Source: an optimization exercise on an open RTL-to-GDS flow (aim: small area). Production flows keep margins and buffers that such runs may drop. The RTL was checked by simulation tests, not by an equivalence proof against the original design. Power is estimated from default activity; no workload was simulated. The clock port is modelled as an ideal driver; clocking choices that lean on that would not hold on a real chip.

<file path="design/flow/flow/run.sh">
#!/bin/bash
# Standard ORFS layout (the standard.sh) with these changes:
#  - synthesis maps the logic with an area-oriented ABC script (abc_area.script)
#    instead of ORFS's delay-oriented one, leaves adders and comparators to ABC
#    (no extract_fa, no Kogge-Stone carry lookahead); everything else in
#    the standard flow's synthesis script (registers, flattening, renaming) is unchanged
#  - clock tree synthesis without dummy loads, built from clkbuf_8 in clusters
#    of up to 16 sinks
#  - port buffers use the smallest buffer cell
set -euo pipefail
cd "$(dirname "$0")/.."
here=$(pwd)
{
  echo 'proc abc {args} {'
  echo '  set i [lsearch $args -script]'
  echo "  if {\$i >= 0} { lset args [expr {\$i + 1}] $here/flow/abc_area.script }"
  echo '  yosys abc {*}$args'
  echo '}'
  echo 'proc extract_fa {args} { puts "extract_fa skipped" }'
  cat synth_recipe.tcl
} > flow_synth.tcl
grep -q "$here/synth_recipe.tcl" standard.sh
sed "s#$here/synth_recipe.tcl#$here/flow_synth.tcl#" standard.sh > flow_standard.sh
export SYNTH_OPERATIONS_ARGS=" "
export CTS_ARGS="-sink_clustering_enable -repair_clock_nets -dont_use_dummy_load -buf_list {sky130_fd_sc_hd__clkbuf_8} -sink_clustering_size 16 -sink_clustering_max_diameter 60"
export BUFFER_PORTS_ARGS="-buffer_cell sky130_fd_sc_hd__buf_1"
bash flow_standard.sh > standard.log 2>&1
</file>
<file path="design/flow/config.mk">
export PLATFORM = sky130hd
export DESIGN_NAME = decryption_top
export DESIGN_NICKNAME = decryption_top
export VERILOG_FILES = /design/flow/design.v
export SDC_FILE = /design/flow/constraint.sdc
export NUM_CORES = 4
export LEC_CHECK = 0
export CAP_MARGIN = 20
export CORE_MARGIN = 2
export CORE_UTILIZATION = 65
export PLACE_DENSITY = 0.78
export SLEW_MARGIN = 20
</file>
<file path="design/flow/constraint.sdc">
create_clock -name core_clock -period 7.5 [get_ports {clk_sys}]
set_input_delay 1.5000 -clock core_clock [delete_from_list [all_inputs] [get_ports {clk_sys}]]
set_output_delay 1.5000 -clock core_clock [all_outputs]
set_load 0.01 [all_outputs]
</file>
<file path="design/flow/standard.sh">
#!/bin/bash
# synth_recipe.tcl (not shown) runs the flow's synth.tcl, then flattens the netlist and writes it again
# the make line also repeats each setting of config.mk as NAME=value (left out here)
make -C /OpenROAD-flow-scripts/flow DESIGN_CONFIG=/design/flow/config.mk WORK_HOME=/design/flow/orfs CLKGATE_MAP_FILE= SYNTH_SCRIPT=/design/flow/synth_recipe.tcl "${@:-finish}"
</file>
<file path="design/flow/design.v">
`timescale 1ns / 1ps
module decryption_top #(
            parameter addr_witdth   = 8,
            parameter reg_width     = 16,
            parameter MST_DWIDTH    = 32,
            parameter SYS_DWIDTH    = 8
        )(
        input clk_sys,
        input rst_n,
        input [MST_DWIDTH -1 : 0]   data_i,
        input                       valid_i,
        output                      busy,
        output reg [SYS_DWIDTH - 1 : 0] data_o,
        output reg                      valid_o,
        input [addr_witdth - 1:0]   addr,
        input                       read,
        input                       write,
        input [reg_width - 1 : 0]   wdata,
        output reg [reg_width - 1 : 0] rdata,
        output reg                  done,
        output reg                  error
    );
    localparam [7:0] TOKEN = 8'hFA;
    reg [1:0]  sel;
    reg [15:0] ckey, skey, zkey;
    wire a0  = (addr == 8'd0);
    wire a16 = (addr == 8'd16);
    wire a18 = (addr == 8'd18);
    wire a20 = (addr == 8'd20);
    wire hit = a0 | a16 | a18 | a20;
    always @(posedge clk_sys) begin
        if (!rst_n) begin
            rdata <= 0; done <= 1; error <= 0;
            sel <= 0; ckey <= 0; skey <= 16'hFFFF; zkey <= 16'h0002;
        end else begin
            done  <= read | write;
            error <= ~hit;
            if (hit)
                rdata <= read ? (({16{a0}}  & {14'b0, sel}) |
                                 ({16{a16}} & ckey) |
                                 ({16{a18}} & skey) |
                                 ({16{a20}} & zkey)) : 16'd0;
            if (write & a0)  sel  <= wdata[1:0];
            if (write & a16) ckey <= wdata;
            if (write & a18) skey <= wdata;
            if (write & a20) zkey <= wdata;
        end
    end
    reg [1:0]  st;
    reg        nz;
    reg [31:0] sh;
    always @(posedge clk_sys) begin
        if (!rst_n) begin
            st <= 0; nz <= 0;
        end else begin
            if (st != 2'd0 || valid_i || nz) st <= st + 2'd1;
            if (st == 2'd3) nz <= valid_i & (|data_i);
        end
        sh[31:8] <= (st == 2'd3) ? data_i[31:8] : sh[23:0];
        sh[7:0]  <= data_i[7:0];
    end
    wire [7:0] db = sh[31:24];
    wire vc  = nz & (sel == 2'd0);
    wire scy = (sel == 2'd1);
    wire zig = (sel == 2'd2);
    wire vp  = nz & (scy | zig);           
    reg        bsy;
    reg [5:0]  na;                         
    reg        nown;                       
    reg [1:0]  nlo;                        
    reg [5:0]  ci;                         
    reg [6:0]  cp;                         
    reg [7:0]  xd;                         
    reg        xv;
    reg        xa;                         
    wire [7:0] kn   = skey[15:8];
    wire [7:0] zk   = zkey[7:0];
    wire [5:0] nact = na;
    wire       nswap = (scy & nown) | (zig & ~nown);
    wire wr  = vp & (db != TOKEN) & ~bsy;
    wire tok = vp & ~wr;
    wire [6:0] ci1 = {1'b0, ci} + 7'd1;
    wire cp_lt_n   = (cp < {1'b0, nact});
    wire clr_s = ({1'b0, ci1} >= {1'b0, kn}) & ~cp_lt_n;
    wire clr   = scy ? clr_s : (zig & bsy & ~cp_lt_n);
    wire act   = bsy & ~clr;
    wire [5:0] m   = cp[5:0];
    wire [5:0] q   = {2'd0, m[5:2]};
    wire [5:0] h2  = na[5:1] + {5'd0, na[0]};                 
    wire [5:0] a31 = {2'd0, na[5:2]} + {5'd0, |na[1:0]};       
    wire [5:0] a3s = {2'd0, na[5:2]} + {1'b0, na[5:2], 1'b0}
                   + {4'd0, na[1], ~na[1] & na[0]};        
    reg  [5:0] zb, zo;
    always @(*) begin
        zb = m; zo = 6'd0;
        if (zk == 8'd2) begin
            zb = {1'b0, m[5:1]};
            zo = m[0] ? h2 : 6'd0;
        end else if (zk == 8'd3) begin
            case (m[1:0])
                2'd0: begin zb = q;                  zo = 6'd0; end
                2'd1: begin zb = {q[4:0], 1'b0};     zo = a31;  end
                2'd2: begin zb = q;                  zo = a3s;  end
                default: begin zb = {q[4:0], 1'b1};  zo = a31;  end
            endcase
        end
    end
    wire [5:0] za = zb + zo;
    wire [6:0] sa  = cp_lt_n ? cp : ci1;
    wire [5:0] ra  = scy ? sa[5:0] : za;
    wire       rin = ~scy | cp_lt_n | (ci1 < {1'b0, na});
    reg [7:0] mem [0:53];
    function [5:0] phys(input z, input [5:0] p);
        phys = (z && p < 6'd2) ? {4'b1101, p[1:0]} : p;
    endfunction
    wire [5:0] wa = phys(zig, nact);
    wire [5:0] pa = phys(zig, ra);
    wire [7:0] rlo = 8'd1 << xd[2:0];
    wire [7:0] rhi = {7'd0, xd[6]} << xd[5:3];
    reg  [7:0] rgrp [0:6];
    reg  [7:0] rd;
    integer k;
    always @(*) begin
        for (k = 0; k < 7; k = k + 1) rgrp[k] = 8'd0;
        for (k = 0; k < 54; k = k + 1)
            if (k < 49 || k > 51)
                rgrp[k / 8] = rgrp[k / 8] | (mem[k] & {8{rlo[k % 8]}});
        rd = 8'd0;
        for (k = 0; k < 7; k = k + 1) rd = rd | (rgrp[k] & {8{rhi[k]}});
    end
    always @(posedge clk_sys) begin
        if (wr) mem[wa] <= db;
    end
    always @(posedge clk_sys) begin
        if (!rst_n) begin
            bsy <= 0; na <= 0; nown <= 0; nlo <= 0; ci <= 0; cp <= 0;
            xd <= 0; xv <= 0; xa <= 0; data_o <= 0; valid_o <= 0;
        end else begin
            data_o  <= xa ? rd : xd;
            valid_o <= xv;
            xd <= act ? {1'b0, rin, pa} : (vc ? db - ckey[7:0] : 8'd0);
            xv <= act | vc;
            xa <= act;
            if (nswap) begin
                na <= {4'd0, nlo}; nlo <= na[1:0]; nown <= ~nown;
            end else if (clr) begin
                bsy <= 0; ci <= 0; cp <= 0;
                na <= 0;
            end else begin
                if (tok) bsy <= 1;
                if (wr) na <= na + 6'd1;
                if (bsy) begin
                    if (scy) begin
                        cp <= sa + kn[6:0];
                        if (cp_lt_n) begin
                            if (tok) ci <= 0;
                        end else begin
                            ci <= ci1[5:0];
                        end
                    end else begin
                        cp <= cp + 7'd1;
                    end
                end else if (tok) begin
                    ci <= 0; cp <= 0;
                end
            end
        end
    end
    assign busy = bsy;
endmodule
</file>
<file path="design/flow/flow/abc_area.script">
strash
&get -n
&st
&syn2
&dch -f
&nf -R 1000 -p
&put
strash
dch -f
amap -F 3 -A 8
</file>
==> results of run 1 <==
==> registers in the layout (all words and copies together) (netlist names), 2 cells and up <==
| signal | count |
|---|---|
| mem | 408 |
| sh | 32 |
| ckey | 16 |
| rdata | 16 |
| skey | 16 |
| zkey | 16 |
| data_o | 8 |
| xd | 8 |
| cp | 7 |
| ci | 6 |
| na | 6 |
| nlo | 2 |
| sel | 2 |
| st | 2 |
==> worst min-delay path by stage <==
stage	from	end	cells after the start
2_1_floorplan	xv$_SDFF_PN0_	valid_o$_SDFF_PN0_	1
3_3_place_gp	st[0]$_SDFFE_PN0P_	st[0]$_SDFFE_PN0P_	1
3_5_place_dp	rdata[7]$_SDFFE_PN0N_	rdata[7]$_SDFFE_PN0N_	2
4_1_cts	sh[5]$_DFF_P_	sh[13]$_DFF_P_	1
5_1_grt	sh[16]$_DFF_P_	sh[24]$_DFF_P_	1
6_report	sh[14]$_DFF_P_	sh[22]$_DFF_P_	1
==> cells in the mapped netlist, types with 3 or more instances <==
master and n:
nor2b_1 3, a2111oi_0 5, o31ai_1 7, o221a_1 16
a211oi_1 7, a22o_1 6, a222oi_1 91, nor4_1 11
dfxtp_1 145, nor3_1 34, edfxtp_1 408, a31oi_1 43
or4_1 9, o22ai_1 55, or3_1 13, nor2_1 176
o32a_1 4, nand4_1 9, a41oi_1 9, o32ai_1 3
a21oi_1 64, a221oi_1 25, o221ai_1 10, a22oi_1 71
clkinv_1 90, nand2_1 99, nand3_1 18, o22a_1 31
o21ai_0 69
==> logic make-up after synthesis <==
logic type             count (synthesis)  synth area share [%]
AO/OA/AOI/OAI                        525                 18.55
XOR/XNOR                               2               0.08338
buffers and inverters                 90                 1.608
flip-flops                           553                 72.13
AND/OR/NAND/NOR                      375                 7.634
==> layer usage <==
layer	track usage (%)	wire, µm
met4	12.48	2100
met5	0	0
met3	5.507	5873
met1	44.82	20820
met2	53.34	26430
==> area by class of cell <==
| class | count | share of cell area (%) |
|---|---|---|
| sequential | 553 | 66.75 |
| multi-input combinational | 902 | 24.55 |
| clock buffer | 42 | 2.544 |
| timing repair buffer | 118 | 2.451 |
| tap | 402 | 2.214 |
| inverter | 90 | 1.487 |
==> power breakdown <==
part	switching [mW]	total, mW	internal [mW]
Clock	0.874	1.38	0.503
Combinational	0.145	0.185	0.0403
Sequential	0.00663	3.35	3.34
==> stage by stage <==
step / hold WS (ps) / total power [mW] / util (%)
after floorplan: 413.8 / 3.505 / -
after global placement: 435.4 / 3.592 / 69.78
after detailed placement: 440.3 / 3.600 / 69.79
after CTS: 454.9 / 4.914 / 71.62
after global routing: 479.9 / 5.036 / 71.63
final: 456.3 / 4.911 / 71.63
==> qor.txt, run 1 <==
cts repair resizes = 0
layout cells sized above 1 = 5.396%
#FFs+latches synth = 553
CP max stage cell = nor3_1
fin worst setup slack = 2074 ps
Worst-Skew Late Latency = 600 ps
CTS tree = built
slowest stage delay, CP = 830 ps
GRT Resource Usage Total = 32.74%
Hold Path Class = register to register
Yosys top cell area share = 58.31%
DRC errors left = 0
Post CTS Setup Buffer Count = 0
final WL = 55.22 mm
Worst Path Required = 7910 ps
status = no timing/DRC/antenna violations
period utilization = 72.34%
number of synthesized flops with an enable pin = 408
Slew Limit Headroom = 23.23%
DP Area = 22,140 µm²
ranking of synthesized cells by area = edfxtp_1, dfxtp_1, a222oi_1
Fin. Hold Viols = 0
die height = 183.8 µm
cell family with the largest share of critical-path delay = compound AO/OA/AOI/OAI gates
# diodes = 0
Yosys Warn Count = 2
crit path DAT = 5840 ps
Place WS = 2288 ps
Critical Path Source = na[1]$_SDFFE_PN0P_
Syn Std Cell Area = 21,010 µm²
Die W = 183.8 µm
area leader, netlist = edfxtp_1
power density cells = 216.2 nW/µm²
CP endpoint = cp[5]$_SDFFE_PN0P_
FF-to-FF End = cp[5]$_SDFFE_PN0P_
Buf/Inv on CP = 3
Setup crit end kind = register
CTS Buf Count = 42
die area = 33,780 µm²
register area = 15,160 µm²
nets = 1,768
main flop type after synthesis = edfxtp_1
Non-Filler Instances = 2,107
setup TNS = 0 ps
antenna violations before repair = 0
Setup CP Type = register to register
Post-Layout Inst Area = 22,720 µm²
critical path startpoint category = register
Post-CTS Hold Buffers = 0
multi-input logic area = 5578 µm²
count of input and output buffers = 88
Final Max Tran Viols = 0
cell mode on critical path = nor2_1
commonest non-fill, non-tap cell in the layout = edfxtp_1
num ports = 89
final setup violation count = 0
FILL cells = 2,154
Yosys cell types = 39
Cell Count Post-Placement = 2,065
Initial Util = 66.24%
Placeable Area = 31,720 µm²
Crit. path cell count = 22
crit path max fanout = 11
post-synthesis sequential area ratio = 72.13%
Worst Tran Pin Value = 1144 ps
post-DP HPWL = 34.83 mm
worst vdd ir = 165.3 µV
vias in the first global route = 14,170
Iteration-0 DRC Markers = 2,429
Vias = 15,000
RSZ-0062 raised after global routing = false
cells after synthesis = 1,545
DRT antenna net count = 0
reg2reg setup slack = 2070 ps
Register-to-Register Path Depth = 22
max-cap viol count = 0
CTS H-tree depth = 2
Max Fclk = 184.3 MHz
largest net degree at the start of global routing = 56
commonest non-fill, non-tap cells in the layout = edfxtp_1, nor2_1, dfxtp_1
DR vias/cell = 7.119
clock buffer depth = 3
GPL Wtd Cong = 0.9888
asr flop ratio synth = 0%
clock sinks = 553
first-pass GRT wire length = 82.90 mm
Rows = 65
Final Skew = 78.21 ps
Static Leak = 6.773 nW
RR Startpoint = na[1]$_SDFFE_PN0P_
Area Overhead vs Synth = 8.122%
CP Cell Sequence = clkinv_1 > nor2_1 > nand2_1 > a222oi_1 > a2111oi_0 > nor3_1 > clkinv_1 > o22ai_1 > clkinv_1 > o22ai_1 > nor2_1 > a21oi_1 > nor2_1 > o21ai_0 > o22ai_1 > nor2_1 > a21oi_1 > o21ai_0 > a21oi_1 > a31oi_1 > o22a_1 > nor2_1
min Tclk post-route = 5426 ps
syn avg cell area = 13.60 µm²
Worst-path clk slew = 90 ps
Synth Net Count = 1,606
Pre-antenna DRT Iters = 7
grt total ovfl = 0
Root Buffer = clkbuf_8
WL/cell = 26.21 µm
==> inputs of run 2 (changes only) <==
==> design/flow/flow/abc_area.script (replaced) <==
strash
&get -n
&st
&syn2
&dch -f
&nf -R 1000 -p
&put
strash
&get -n
&st
&syn2
&dch -f
&nf -R 1000 -p
&put
strash
dch -f
amap -F 3 -A 8
==> qor.txt, run 2 <==
status = no timing/DRC/antenna violations
final WL = 55.62 mm
Root Buffer = clkbuf_8
Adder-Cell Fraction of Synth Area = 0%
crit path DAT = 5220 ps
Vias = 15,040
final setup violation count = 0
Final Max Tran Viols = 0
Yosys cell types = 42
GRT Resource Usage Total = 32.97%
CTS tree = built
clock sinks = 553
syn avg cell area = 13.58 µm²
count of input and output buffers = 88
antenna violations before repair = 1
largest net degree at the start of global routing = 58
Worst Tran Pin Value = 1125 ps
DP Area = 22,050 µm²
cts repair resizes = 0
min-delay src = st[0]$_SDFFE_PN0P_
Setup crit end kind = register
Hold Path Class = register to register
main flop type after synthesis = edfxtp_1
first-pass GRT wire length = 83.55 mm
#FFs+latches synth = 553
max reg flops = 408
RSZ-0062 raised after global routing = false
area leader, netlist = edfxtp_1
RR Startpoint = ci[0]$_SDFFE_PN0P_
most frequent cell after synthesis = edfxtp_1
ranking of synthesized cells by area = edfxtp_1, dfxtp_1, a222oi_1
CP max stage cell = o21ai_0
slowest stage delay, CP = 520 ps
Static Leak = 6.750 nW
Placeable Area = 31,640 µm²
max-cap viol count = 0
Final Util = 71.55%
vias in the first global route = 14,070
DRT antenna net count = 0
worst vdd ir = 158.9 µV
Synth Area in Compound Gates = 18.33%
Worst-Skew Late Latency = 590 ps
Area Overhead vs Synth = 7.935%
Synth Net Count = 1,605
Worst-path clk slew = 60 ps
Post-Layout Inst Area = 22,640 µm²
Iteration-0 DRC Markers = 2,628
xor and xnor fraction of the mapped netlist area = 0.1670%
layout cells sized above 1 = 4.950%
commonest non-fill, non-tap cells in the layout = edfxtp_1, nor2_1, dfxtp_1
crit path max fanout = 8
FILL cells = 2,101
Final Skew = 70.97 ps
Post CTS Setup Buffer Count = 0
power density cells = 217.0 nW/µm²
mux cell area share after synthesis = 0%
Pre-antenna DRT Iters = 8
Slew Limit Headroom = 24.73%
die area = 33,720 µm²
Setup CP Type = register to register
Die W = 183.6 µm
total power = 4.911 mW
Biggest register = mem
WL/cell = 26.47 µm
grt total ovfl = 0
Buf/Inv on CP = 6
Yosys Warn Count = 2
Rows = 65
DRC errors left = 0
DR vias/cell = 7.158
Initial Util = 66.29%
Yosys top cell area share = 58.42%
Simple-Gate Fraction of Synth Area = 7.523%
commonest non-fill, non-tap cell in the layout = edfxtp_1
Critical Path Source = ci[0]$_SDFFE_PN0P_
largest registers = mem x408, sh x32
asr flop ratio synth = 0%
period utilization = 64.29%
cell family with the largest share of critical-path delay = simple AND/OR/NAND/NOR gates
Post-CTS Hold Buffers = 0
die height = 183.6 µm
main combinational cell family by area after synthesis = compound AO/OA/AOI/OAI gates
cell mode on critical path = nor2_1
Fin. Hold Viols = 0
GPL Wtd Cong = 0.9044
Max Fclk = 207.4 MHz
setup TNS = 0 ps
cells after synthesis = 1,544
critical path startpoint category = register
most frequent cells after synthesis = edfxtp_1, nor2_1, dfxtp_1
post-synthesis sequential area ratio = 72.26%
CTS H-tree depth = 2
post-DP HPWL = 34.25 mm
Syn Std Cell Area = 20,970 µm²
num ports = 89
CTS Buf Count = 42
number of synthesized flops with an enable pin = 408
nets = 1,760
min Tclk post-route = 4822 ps
clock buffer depth = 3
Worst Path Required = 7890 ps
run 2: cell type report:
cell class / instances / area, µm² / area share, %
clock buffers: 42 / 578.1 / 2.554
multi-input cells: 895 / 5523 / 24.40
repair buffers: 111 / 503.0 / 2.222
inverters: 96 / 360.3 / 1.592
well taps: 402 / 503.0 / 2.222
diodes: 2 / 5.005 / 0.02211
flip-flops and latches: 553 / 15160 / 66.99
run 2: per-layer routing:
layer  vias up  share of wire, %  global-route usage, %
met5         -                 0                      0
met4         0               4.1                  13.18
met3       145                11                  5.111
met2      1087                47                  52.09
met1      7218                38                  46.66
li1       6588                 -                      -
run 2: through the flow:
stage	instances	worst slack, ps	hold slack, ps
finish	2101	2678	449.8
global route	2099	2029	477.1
CTS	2099	2748	448.8
detailed placement	2057	2500	440.5
global placement	2057	2698	435.6
floorplan	1544	2662	413.8
run 2: cells by family (layout without fill, tap and decap cells):
| family | after synthesis | count (layout) |
|---|---|---|
| compound gates | 526 | 526 |
| xor+xnor | 4 | 4 |
| other cells | 0 | 2 |
| simple gates | 365 | 365 |
| flops | 553 | 553 |
| buf+inv | 96 | 249 |
run 2: worst paths after layout:
kind                            slack (ps)                  to  cells after the start
worst max-delay path                  2680  ci[4]$_SDFFE_PN0P_                     25
worst min-delay path                   450  st[0]$_SDFFE_PN0P_                      1
worst max register to register        2680  ci[4]$_SDFFE_PN0P_                     25
worst min register to register         450  st[0]$_SDFFE_PN0P_                      1
run 2: power breakdown:
part	leakage, nW	switching, mW	internal (mW)
sequential	4.84	0.0276	3.35
clock	0.302	0.869	0.504
combinational	1.61	0.124	0.0393
==> inputs of run 3 (changes only) <==
==> design/flow/flow/abc_area.script (replaced) <==
strash
&get -n
&st
&syn2
&dch -f
&nf -R 1000 -p
&put
strash
dch -f
amap -F 3 -A 8
--- a/design/flow/config.mk
+++ b/design/flow/config.mk
@@ -10,2 +10,4 @@
 export CORE_UTILIZATION = 65
+export GPL_ROUTABILITY_DRIVEN = 0
+export GPL_TIMING_DRIVEN = 0
 export PLACE_DENSITY = 0.78
==> qor.txt, run 3 <==
critical path startpoint category = register
Root Buffer = clkbuf_8
Static Leak = 6.952 nW
# diodes = 0
DRT antenna net count = 0
cts repair resizes = 0
Iteration-0 DRC Markers = 2,755
Max Fclk = 173.5 MHz
Pre-antenna DRT Iters = 9
DR vias/cell = 7.131
final setup violation count = 0
cell mode on critical path = nor2_1
area leader, netlist = edfxtp_1
Slew Limit Headroom = 24.73%
slowest stage delay, CP = 920 ps
largest net degree at the start of global routing = 47
Synth Net Count = 1,606
antenna violations before repair = 0
num ports = 89
Buf/Inv on CP = 3
layout cells sized above 1 = 6.566%
max-cap viol count = 0
die area = 33,780 µm²
RSZ-0062 raised after global routing = false
WL/cell = 25.85 µm
max reg flops = 408
syn avg cell area = 13.60 µm²
cell family with the largest share of critical-path delay = compound AO/OA/AOI/OAI gates
Final Max Tran Viols = 0
CTS tree = built
Yosys Warn Count = 2
Worst-path clk slew = 100 ps
CP max stage cell = nor3_1
period utilization = 76.85%
commonest non-fill, non-tap cells in the layout = edfxtp_1, nor2_1, dfxtp_1
largest registers = mem x408, sh x32
die height = 183.8 µm
Final Util = 72.89%
Worst Path Required = 7930 ps
cells after synthesis = 1,545
Final Skew = 39.69 ps
asr flop ratio synth = 0%
total power = 4.918 mW
CP Cell Sequence = clkinv_1 > nor2_1 > nand2_1 > a222oi_1 > a2111oi_0 > nor3_1 > clkinv_1 > o22ai_1 > clkinv_1 > o22ai_1 > nor2_1 > a21oi_1 > nor2_1 > o21ai_0 > o22ai_1 > nor2_1 > a21oi_1 > o21ai_0 > a21oi_1 > a31oi_1 > o22a_1 > nor2_1
Vias = 15,140
GRT Resource Usage Total = 32.58%
grt total ovfl = 0
main flop type after synthesis = edfxtp_1
#FFs+latches synth = 553
ranking of synthesized cells by area = edfxtp_1, dfxtp_1, a222oi_1
nets = 1,784
Area Overhead vs Synth = 10.03%
CTS H-tree depth = 2
commonest non-fill, non-tap cell in the layout = edfxtp_1
worst vdd ir = 130.9 µV
Setup crit end kind = register
Worst-Skew Late Latency = 580 ps
Post-CTS Hold Buffers = 0
Yosys cell types = 39
most frequent cell after synthesis = edfxtp_1
Biggest register = mem
clock buffer depth = 3
Rows = 65
Initial Util = 66.24%
CTS Buf Count = 41
Post CTS Setup Buffer Count = 0
DRC errors left = 0
Die W = 183.8 µm
clock sinks = 553
Fin. Hold Viols = 0
number of synthesized flops with an enable pin = 408
Setup CP Type = register to register
crit path max fanout = 11
setup TNS = 0 ps
Hold Path Class = register to register
count of input and output buffers = 88
Yosys top cell area share = 58.31%
first-pass GRT wire length = 83.00 mm
most frequent cells after synthesis = edfxtp_1, nor2_1, dfxtp_1
Worst Tran Pin Value = 1120 ps
Placeable Area = 31,720 µm²
min Tclk post-route = 5764 ps
vias in the first global route = 14,430
crit path DAT = 6190 ps
post-DP HPWL = 36.38 mm
status = no timing/DRC/antenna violations
final WL = 54.87 mm
Syn Std Cell Area = 21,010 µm²
power density cells = 212.7 nW/µm²
post-synthesis sequential area ratio = 72.13%
==> run 3: cell count changes after synthesis, sizes merged, moves of 8 or more <==
cell,before,now
nand2,76,99
o21ai,91,69
nor2,190,176
o221a,4,16
a222oi,101,91
a22oi,79,71
==> run 3: path summary, 6_finish.rpt <==
| kind | from | endpoint | slack [ps] | cells after the start |
|---|---|---|---|---|
| max | na[1]$_SDFFE_PN0P_ | cp[5]$_SDFFE_PN0P_ | 1740 | 22 |
| min | st[0]$_SDFFE_PN0P_ | st[0]$_SDFFE_PN0P_ | 450 | 1 |
| max reg2reg | na[1]$_SDFFE_PN0P_ | cp[5]$_SDFFE_PN0P_ | 1740 | 22 |
| min reg2reg | st[0]$_SDFFE_PN0P_ | st[0]$_SDFFE_PN0P_ | 450 | 1 |
==> run 3: layout make-up <==
type	count	area, µm²
flip-flops and latches	553	15160
inverters	90	339.1
well taps	402	503.0
clock buffers	41	564.3
repair buffers	135	957.2
multi-input cells	902	5592
fillers	2075	8598
==> run 3: cell families (layout without fill, tap and decap cells) <==
kind of cell | Yosys count | count (layout) | share of synthesized area (%)
xor+xnor | 2 | 2 | 0.08338
buf+inv | 90 | 266 | 1.608
compound gates | 525 | 525 | 18.55
simple gates | 375 | 375 | 7.634
flops | 553 | 553 | 72.13
==> run 3: metal layers <==
metal	GRT usage (%)	wire length (µm)	up-vias
li1	-	-	6663
met4	13.86	2242	0
met3	5.408	6377	158
met5	0	0	-
met1	45.27	20590	7251
met2	51.67	25660	1067
==> run 3: per-stage QoR <==
step                hold slack (ps)  setup WS (ps)  cell area (µm²)  cells
floorplan                     413.8           2472            21010   1545
global placement              436.4          -1402            21840   2035
detailed placement            441.9           1980            22550   2082
CTS                           458.3           1988            23120   2123
global route                  467.7           1193            23120   2123
finish                        453.6           1736            23120   2123
==> run 3: power breakdown <==
group / internal [mW] / total, mW / leakage [nW] / switching [mW]
clock: 0.493 / 1.37 / 0.295 / 0.875
combinational: 0.0574 / 0.171 / 1.82 / 0.114
sequential: 3.34 / 3.38 / 4.84 / 0.0391
==> inputs of run 4 (changes only) <==
--- a/design/flow/flow/run.sh
+++ b/design/flow/flow/run.sh
@@ -6,4 +6,4 @@
 #    the standard flow's synthesis script (registers, flattening, renaming) is unchanged
-#  - clock tree synthesis without dummy loads, built from clkbuf_8 in clusters
-#    of up to 16 sinks
+#  - clock tree synthesis without dummy loads, built from clkbuf_16 in clusters
+#    of up to 30 sinks
 #  - port buffers use the smallest buffer cell
@@ -24,3 +24,3 @@
 export SYNTH_OPERATIONS_ARGS=" "
-export CTS_ARGS="-sink_clustering_enable -repair_clock_nets -dont_use_dummy_load -buf_list {sky130_fd_sc_hd__clkbuf_8} -sink_clustering_size 16 -sink_clustering_max_diameter 60"
+export CTS_ARGS="-sink_clustering_enable -repair_clock_nets -dont_use_dummy_load -buf_list {sky130_fd_sc_hd__clkbuf_16} -sink_clustering_size 30 -sink_clustering_max_diameter 100"
 export BUFFER_PORTS_ARGS="-buffer_cell sky130_fd_sc_hd__buf_1"
==> design/flow/flow/abc_area.script (replaced) <==
strash
&get -n
&st
&syn2
&dch -f
&nf -R 1000 -p
&put
strash
&get -n
&st
&syn2
&dch -f
&nf -R 1000 -p
&put
strash
dch -f
amap -F 3 -A 8
--- a/design/flow/config.mk
+++ b/design/flow/config.mk
@@ -10,4 +10,2 @@
 export CORE_UTILIZATION = 65
-export GPL_ROUTABILITY_DRIVEN = 0
-export GPL_TIMING_DRIVEN = 0
 export PLACE_DENSITY = 0.78
==> qor.txt, run 4 <==
status = no timing/DRC/antenna violations
Placeable Area = 31,640 µm²
most frequent cell after synthesis = edfxtp_1
Final Max Tran Viols = 0
DR vias/cell = 7.201
Syn Std Cell Area = 20,970 µm²
Post CTS Setup Buffer Count = 0
WL/cell = 26.73 µm
slowest stage delay, CP = 540 ps
fin worst setup slack = 2639 ps
Worst Path Required = 7870 ps
CP max stage cell = o21ai_0
Yosys cell types = 42
Worst-Skew Late Latency = 580 ps
count of input and output buffers = 88
grt total ovfl = 0
GPL Wtd Cong = 0.9044
Max Fclk = 205.7 MHz
power density cells = 217.6 nW/µm²
max-cap viol count = 0
largest registers = mem x408, sh x32
first-pass GRT wire length = 83.49 mm
crit path max fanout = 8
Slew Limit Headroom = 21.92%
Biggest register = mem
period utilization = 64.81%
cells after synthesis = 1,544
ranking of synthesized cells by area = edfxtp_1, dfxtp_1, a222oi_1
DRC errors left = 0
Static Leak = 6.724 nW
Setup CP Type = register to register
Fin. Hold Viols = 0
CTS tree = built
DRT antenna net count = 0
Rows = 65
Final Skew = 72.33 ps
die area = 33,720 µm²
Root Buffer = clkbuf_16
nets = 1,741
cts repair resizes = 0
commonest non-fill, non-tap cells in the layout = edfxtp_1, nor2_1, dfxtp_1
number of synthesized flops with an enable pin = 408
Worst Tran Pin Value = 1163 ps
Place WS = 2500 ps
critical path startpoint category = register
post-synthesis sequential area ratio = 72.26%
Iteration-0 DRC Markers = 2,525
clock sinks = 553
Setup crit end kind = register
worst vdd ir = 200.6 µV
crit path DAT = 5230 ps
Worst-path clk slew = 120 ps
asr flop ratio synth = 0%
largest net degree at the start of global routing = 58
min Tclk post-route = 4861 ps
RSZ-0062 raised after global routing = false
layout cells sized above 1 = 3.874%
Yosys Warn Count = 2
syn avg cell area = 13.58 µm²
num ports = 89
main flop type after synthesis = edfxtp_1
Buf/Inv on CP = 6
Post-CTS Hold Buffers = 0
vias in the first global route = 13,950
cell family with the largest share of critical-path delay = simple AND/OR/NAND/NOR gates
CTS Buf Count = 22
Synth Net Count = 1,605
Area Overhead vs Synth = 7.815%
cell mode on critical path = nor2_1
clock buffer depth = 3
# diodes = 0
antenna violations before repair = 0
CTS H-tree depth = 1
Die W = 183.6 µm
Hold Path Class = register to register
final setup violation count = 0
post-DP HPWL = 34.25 mm
GRT Resource Usage Total = 32.87%
Yosys top cell area share = 58.42%
#FFs+latches synth = 553
Pre-antenna DRT Iters = 10
most frequent cells after synthesis = edfxtp_1, nor2_1, dfxtp_1
commonest non-fill, non-tap cell in the layout = edfxtp_1
Initial Util = 66.29%
Vias = 14,980
final WL = 55.60 mm
area leader, netlist = edfxtp_1
setup TNS = 0 ps
max reg flops = 408
die height = 183.6 µm
-- run 4: worst paths after layout --
check                       from                  to  slack [ps]  depth (start not counted)
min reg2reg  nlo[0]$_SDFFE_PN0P_  na[0]$_SDFFE_PN0P_         390                          2
min          nlo[0]$_SDFFE_PN0P_  na[0]$_SDFFE_PN0P_         390                          2
max           ci[0]$_SDFFE_PN0P_  ci[1]$_SDFFE_PN0P_        2640                         25
max reg2reg   ci[0]$_SDFFE_PN0P_  ci[1]$_SDFFE_PN0P_        2640                         25
-- run 4: worst min-delay path, delay by kind of cell, from the launching register on --
family	cells	cell delay (ps)
buffers and inverters	1	50
AOI/OAI and AO/OA	1	80
DFF	1	300
-- run 4: kinds of logic after synthesis --
| family | after synthesis | synth area share (%) |
|---|---|---|
| AOI/OAI and AO/OA | 526 | 18.33 |
| xor gates and xnor gates | 4 | 0.1671 |
| buffers and inverters | 96 | 1.718 |
| DFF | 553 | 72.26 |
| and+or+nand+nor | 365 | 7.523 |
-- run 4: layout make-up --
type	count	area [µm²]
Sequential cell	553	15160
Fill cell	2094	9025
Multi-Input combinational cell	895	5523
Clock buffer	22	550.5
Timing Repair Buffer	112	510.5
Tap cell	402	503.0
Inverter	96	360.3
-- run 4: stage by stage --
stage	instances	power (mW)	instance area, µm²	hold WS [ps]	utilization (%)
6_report	2080	4.920	22610	392.6	71.47
5_1_grt	2080	5.032	22610	388.4	71.47
4_1_cts	2079	4.914	22600	395.5	71.43
3_5_place_dp	2057	3.605	22050	440.5	69.69
3_3_place_gp	2057	3.596	22050	435.6	69.69
2_1_floorplan	1544	3.514	20970	413.8	-
-- run 4: power by group --
part	internal [mW]	switching, mW	total, mW
Combinational	0.0393	0.124	0.163
Clock	0.531	0.850	1.38
Sequential	3.35	0.0277	3.38
-- run 4: per-layer routing --
layer  vias up  track usage (%)  wire length, µm
met2      1115            52.30            25990
met4         0            12.77             2581
met1      7143            46.58            20810
li1       6560                -                -
met5         -                0                0
met3       161            4.715             6214
==> inputs of run 5 (changes only) <==
--- a/design/flow/flow/run.sh
+++ b/design/flow/flow/run.sh
@@ -24,3 +24,3 @@
 export SYNTH_OPERATIONS_ARGS=" "
-export CTS_ARGS="-sink_clustering_enable -repair_clock_nets -dont_use_dummy_load -buf_list {sky130_fd_sc_hd__clkbuf_16} -sink_clustering_size 30 -sink_clustering_max_diameter 100"
+export CTS_ARGS="-sink_clustering_enable -repair_clock_nets -dont_use_dummy_load -buf_list {sky130_fd_sc_hd__clkbuf_16} -sink_clustering_size 30 -sink_clustering_max_diameter 80"
 export BUFFER_PORTS_ARGS="-buffer_cell sky130_fd_sc_hd__buf_1"
==> qor.txt, run 5 <==
status = no timing/DRC/antenna violations
Internal Power = 3.918 mW
GRT Resource Usage Total = 32.86%
DR vias/cell = 7.182
combinational share of power = 3.3%
first-pass GRT wire length = 83.48 mm
Pre-antenna DRT Iters = 6
setup TNS = 0 ps
Area Overhead vs Synth = 7.780%
Critical Path Source = ci[0]$_SDFFE_PN0P_
antenna violations before repair = 0
Sw Share = 20.30%
nets = 1,740
final setup violation count = 0
DRT antenna net count = 0
clock buffer depth = 3
CTS H-tree depth = 1
most frequent cells after synthesis = edfxtp_1, nor2_1, dfxtp_1
Rows = 65
Root Buffer = clkbuf_16
cells after synthesis = 1,544
RSZ-0062 raised after global routing = false
reg2reg setup slack = 2630 ps
crit path max fanout = 8
#FFs+latches synth = 553
Die W = 183.6 µm
Static Leak = 6.719 nW
count of input and output buffers = 88
Setup crit end kind = register
Seq pwr share = 68.7%
Final Max Tran Viols = 0
most frequent cell after synthesis = edfxtp_1
Syn Std Cell Area = 20,970 µm²
post-DP HPWL = 34.25 mm
min Tclk post-route = 4865 ps
Clock Power Share = 28.0%
Biggest register = mem
WL/cell = 26.67 µm
Fin. Hold Viols = 0
worst vdd ir = 182.7 µV
Post-CTS Hold Buffers = 0
vias in the first global route = 13,920
Place WS = 2500 ps
Worst-Skew Late Latency = 570 ps
die area = 33,720 µm²
GPL Wtd Cong = 0.9044
Slew Limit Headroom = 23.26%
crit path DAT = 5290 ps
post-synthesis sequential area ratio = 72.26%
Yosys top cell area share = 58.42%
power density cells = 217.5 nW/µm²
max-cap viol count = 0
Worst Path Required = 7920 ps
final WL = 55.44 mm
Hold Path Class = register to register
max reg flops = 408
Post CTS Setup Buffer Count = 0
Synth Net Count = 1,605
largest net degree at the start of global routing = 58
die height = 183.6 µm
Iteration-0 DRC Markers = 2,450
num ports = 89
Worst Tran Pin Value = 1143 ps
Placeable Area = 31,640 µm²
# diodes = 0
Psw = 997.9 µW
Final Skew = 33.98 ps
Vias = 14,930
area leader, netlist = edfxtp_1
period utilization = 64.87%
RR Startpoint = ci[0]$_SDFFE_PN0P_
critical path startpoint category = register
DRC errors left = 0
CP endpoint = ci[4]$_SDFFE_PN0P_
number of synthesized flops with an enable pin = 408
Worst-path clk slew = 100 ps
main flop type after synthesis = edfxtp_1
CTS tree = built
largest registers = mem x408, sh x32
Setup CP Type = register to register
Yosys Warn Count = 2
Max Fclk = 205.5 MHz
commonest non-fill, non-tap cell in the layout = edfxtp_1
Yosys cell types = 42
commonest non-fill, non-tap cells in the layout = edfxtp_1, nor2_1, dfxtp_1
total power = 4.916 mW
cts repair resizes = 0
FF-to-FF End = ci[4]$_SDFFE_PN0P_
layout cells sized above 1 = 3.816%
Register-to-Register Path Depth = 25
asr flop ratio synth = 0%
ranking of synthesized cells by area = edfxtp_1, dfxtp_1, a222oi_1
grt total ovfl = 0
CTS Buf Count = 22
clock sinks = 553
fin worst setup slack = 2635 ps
syn avg cell area = 13.58 µm²
Initial Util = 66.29%
==> run 5: cell types whose count changed in the layout (fill, tap and decap cells not counted), sizes merged <==
cell	delta
buf	-1
==> run 5: per-stage QoR <==
stage	hold slack, ps	util (%)	cell area, µm²	cells
6_report	455.6	71.45	22600	2079
5_1_grt	477.3	71.45	22600	2079
4_1_cts	455.5	71.43	22600	2079
3_5_place_dp	440.5	69.69	22050	2057
3_3_place_gp	435.6	69.69	22050	2057
2_1_floorplan	413.8	-	20970	1544
==> run 5: layout make-up <==
class,instances,area [µm²]
sequential,553,15160
clock buffer,22,550.5
tap,402,503.0
fill,2106,9032
inverter,96,360.3
timing repair buffer,111,503.0
multi-input combinational,895,5523
==> run 5: kinds of logic after synthesis <==
group	count (synthesis)	synth area share, %
buf+inv	96	1.718
xor+xnor	4	0.1671
flops	553	72.26
compound gates	526	18.33
simple gates	365	7.523
==> run 5: power groups by stage <==
stage | clock network [mW] | registers [mW] | logic, mW
final | 1.38 | 3.37 | 0.163
after detailed placement | 0 | 3.44 | 0.161
after CTS | 1.37 | 3.37 | 0.161
after global routing | 1.48 | 3.38 | 0.176
after global placement | 0 | 3.44 | 0.154
after floorplan | 0 | 3.46 | 0.0486
==> run 5: metal layers <==
metal | vias up | share of wire, % | global-route usage [%]
li1 | 6556 | - | -
met1 | 7196 | 38 | 46.35
met2 | 1025 | 47 | 52.08
met3 | 154 | 11 | 4.952
met4 | 0 | 4.3 | 13.34
met5 | - | 0 | 0
==> run 5: worst min path at each step <==
| stage | to | cells after the start | from |
|---|---|---|---|
| after CTS | st[0]$_SDFFE_PN0P_ | 1 | st[0]$_SDFFE_PN0P_ |
| after floorplan | valid_o$_SDFF_PN0_ | 1 | xv$_SDFF_PN0_ |
| after detailed placement | st[0]$_SDFFE_PN0P_ | 1 | st[0]$_SDFFE_PN0P_ |
| final | st[0]$_SDFFE_PN0P_ | 1 | st[0]$_SDFFE_PN0P_ |
| after global placement | rdata[9]$_SDFFE_PN0N_ | 2 | rdata[9]$_SDFFE_PN0N_ |
| after global routing | sh[15]$_DFF_P_ | 1 | sh[7]$_DFF_P_ |
==> run 5: worst max-delay path, stage by stage, from the launching register on <==
cell and delay, ps:
dfxtp_1 450, clkinv_1 140, nor2_1 170, clkinv_1 160
nor2_1 220, nand2_1 100, clkinv_1 60, nand2_1 70
nor2_1 140, clkinv_1 140, nand2_1 180, nor2_1 60
a21oi_1 140, a222oi_1 90, a21oi_1 120, or3_1 110
nor2_1 40, a21oi_1 190, clkinv_1 200, nor2_1 530
clkinv_1 270, o21ai_0 530, or2_0 370, nor3_1 90
a21oi_1 130, nor2_1 50

## separate check: timing with driven ports
The flow's constraints put no driver on any port. The routed layouts listed below were extracted and timed again, unchanged, in two steps. Step 1 assumes that a clkbuf_16 drives the clock port and a buf_2 every other input. Step 2 moves the port delays by t, midway between the first and last clock arrival at a register: inputs arrive t later, outputs are due t later. That takes back most of the time a late clock gives input paths. Slacks: no drivers / after step 1 / after step 2; pairs: no drivers / after step 1.
run | shift t [ns] | setup slack, ns | worst setup path at the end
run 1 | 0.612 | 2.074 / 2.074 / 2.074 | register to register
run 2 | 0.611 | 2.678 / 2.678 / 2.488 | input to register
run 3 | 0.607 | 1.736 / 1.736 / 1.736 | register to register
run 4 | 0.596 | 2.639 / 2.639 / 2.639 | register to register
run 5 | 0.607 | 2.635 / 2.635 / 2.485 | input to register
After both steps setup and hold are still met in every run listed. The setup slack of run 2, which loses most, moves by 0.000 ns with the drivers and by -0.190 ns with both steps.
